Source: an optimization exercise on an open RTL-to-GDS flow (aim: small area). Production flows keep margins and buffers that such runs may drop.
Function was checked by simulation only, so behaviour that the tests miss may differ from the original.

Q:
==> flow/design.v (excerpt) <==
module Memory #(parameter Depth = 4,
                parameter Data_width = 32)
               ( input  wire clk,
                 input  wire rst,
                 input  wire EN,
                 input  wire wr_en,
                 input  wire rd_en,
                 input  wire [  Depth    - 1 : 0] add,
                 input  wire [Data_width - 1 : 0] Data_in,
                 output reg  valid_out,
                 output wire [Data_width - 1 : 0] Data_out
               );
Size in the first run: ~1600 cells after synthesis, about 74 I/O pins, about 0.018 mm^2 of cells after synthesis.
==> flow/config.mk <==
export PLATFORM = sky130hd
export DESIGN_NAME = Memory
export DESIGN_NICKNAME = Memory
export VERILOG_FILES = /design/flow/design.v
export SDC_FILE = /design/flow/constraint.sdc
export NUM_CORES = 4
export LEC_CHECK = 0
export CAP_MARGIN = 0
export CORE_MARGIN = 2
export CORE_UTILIZATION = 50
export PLACE_DENSITY = 0.9
export SLEW_MARGIN = 0
export SYNTH_HIERARCHICAL = 1
export SYNTH_MINIMUM_KEEP_SIZE = 0
==> flow/constraint.sdc <==
create_clock -name core_clock -period 5.0 [get_ports {clk}]
set_input_delay 1.0000 -clock core_clock [delete_from_list [all_inputs] [get_ports {clk}]]
set_output_delay 1.0000 -clock core_clock [all_outputs]
set_load 0.01 [all_outputs]
standard.sh (not shown) runs the stock make flow with config.mk's settings and CLKGATE_MAP_FILE= SYNTH_SCRIPT=/design/flow/synth_recipe.tcl, a recipe that flattens the netlist after the stock synthesis.
==> flow/flow/run.sh <==
#!/bin/bash
# The standard ORFS layout with these changes:
#  - after the standard synthesis, the read-path NOR4 and OAI211 gates that
#    ABC mapped at drive strength 2 are set back to strength 1 (same
#    function; each drives a single gate input),
#  - ports are buffered with the smallest buffer,
#  - clock tree synthesis uses clkbuf_4 buffers in clusters of up to 11
#    flip-flops and adds no dummy loads.
# The log of each standard.sh call is kept here; each ORFS step's full log
# stays under orfs/logs/.
set -euo pipefail
cd "$(dirname "$0")/.."
export BUFFER_PORTS_ARGS="-buffer_cell sky130_fd_sc_hd__buf_1"
export CTS_ARGS="-sink_clustering_enable -repair_clock_nets -dont_use_dummy_load -sink_clustering_size 11 -sink_clustering_max_diameter 50 -buf_list sky130_fd_sc_hd__clkbuf_4"
bash standard.sh synth > synth.log 2>&1
NET=orfs/results/sky130hd/Memory/base/1_2_yosys.v
cp "$NET" 1_2_yosys.standard.v
sed -i -e 's/sky130_fd_sc_hd__nor4_2 /sky130_fd_sc_hd__nor4_1 /' \
       -e 's/sky130_fd_sc_hd__o211ai_2 /sky130_fd_sc_hd__o211ai_1 /' "$NET"
rm -f orfs/results/sky130hd/Memory/base/1_synth.odb orfs/results/sky130hd/Memory/base/1_synth.sdc
bash standard.sh > layout.log 2>&1
The inputs of T differ from those of Q as listed below.
--- a/flow/flow/run.sh
+++ b/flow/flow/run.sh
@@ -6,4 +6,3 @@
 #  - ports are buffered with the smallest buffer,
-#  - clock tree synthesis uses clkbuf_4 buffers in clusters of up to 11
-#    flip-flops and adds no dummy loads.
+#  - clock tree synthesis uses clkbuf_8 leaves and adds no dummy loads.
 # The log of each standard.sh call is kept here; each ORFS step's full log
### Flow results
The final layout from T, which completed every stage, passed the timing, DRC and antenna checks at the end of the flow.
As far as mean post-synth cell area goes, Q and T are indistinguishable; the numbers are identical.
As far as final area goes, T and Q are indistinguishable; the numbers are identical.
Comparing Q against T, there is no change at all in count of antenna diodes in the layout.
Q -> T: worst hold margin delta 0, exact match
Re count of clock-net buffers in the final layout: no difference whatsoever between Q and T.
Status: wire length parity (T, Q)

* * *

## garnet
Memory, a different RTL version from the one above (not shown whole).
For scale: about 1,600 cells after synthesis, about 560 flip-flops, ~0.018 mm2 of cells after synthesis.
Settings: LEC_CHECK=0, CAP_MARGIN=0, CORE_MARGIN=2, CORE_UTILIZATION=50, CTS_CLUSTER_DIAMETER=100, CTS_CLUSTER_SIZE=30, SLEW_MARGIN=0, SYNTH_HIERARCHICAL=1, SYNTH_MINIMUM_KEEP_SIZE=0; clock period 5.0 ns.
run.sh (not shown) runs the stock make flow with config.mk's settings and CLKGATE_MAP_FILE= SYNTH_SCRIPT=/design/flow/synth_recipe.tcl, a recipe that flattens the netlist after the stock synthesis.
Stock flow here: none of the scripts above is used.
garnet finished end to end and its layout was clean on timing, DRC and antenna.
For xenon, these inputs were changed with respect to garnet:
Settings: CAP_MARGIN changed from 0 to 20; CORE_UTILIZATION changed from 50 to 40; CTS_CLUSTER_DIAMETER removed (was 100); CTS_CLUSTER_SIZE removed (was 30); SLEW_MARGIN changed from 0 to 20.
==> comparison <==
Maximum frequency from static timing analysis (lower): garnet
xenon vs. garnet: worst slew slack as a fraction of its limit went up by 32 points.
Post-route worst setup slack: lower on garnet
Compared with garnet, xenon shows a lower total routed wirelength.

## what the ideal ports hide
The flow's constraints put no driver on any port. The routed layouts listed below were extracted and timed again, unchanged, in two steps. Step 1 (the two cells are an assumption about what drives the block):
set clk [get_ports {clk}]
set_driving_cell -lib_cell sky130_fd_sc_hd__clkbuf_16 $clk
set_driving_cell -lib_cell sky130_fd_sc_hd__buf_2 [delete_from_list [all_inputs] $clk]
Step 2 moves the port delays by t, midway between the first and last clock arrival at a register: inputs arrive t later, outputs are due t later. That takes back most of the time a late clock gives input paths. Slacks: ideal / step 1 / step 2; pairs: ideal / step 1.
run | t, ns | slack for setup (ns) | worst setup path at the end
Q | 0.776 | 1.465 / 1.419 / 1.154 | input to register
T | 0.776 | 1.465 / 1.419 / 1.154 | input to register
garnet | 0.627 | 1.211 / 1.156 / 0.899 | input to register
xenon | 0.661 | 1.475 / 1.478 / 0.849 | input to register
After both steps setup and hold are still met in every run listed. The setup slack of xenon, which loses most, moves by +0.003 ns with the drivers and by -0.626 ns with both steps.
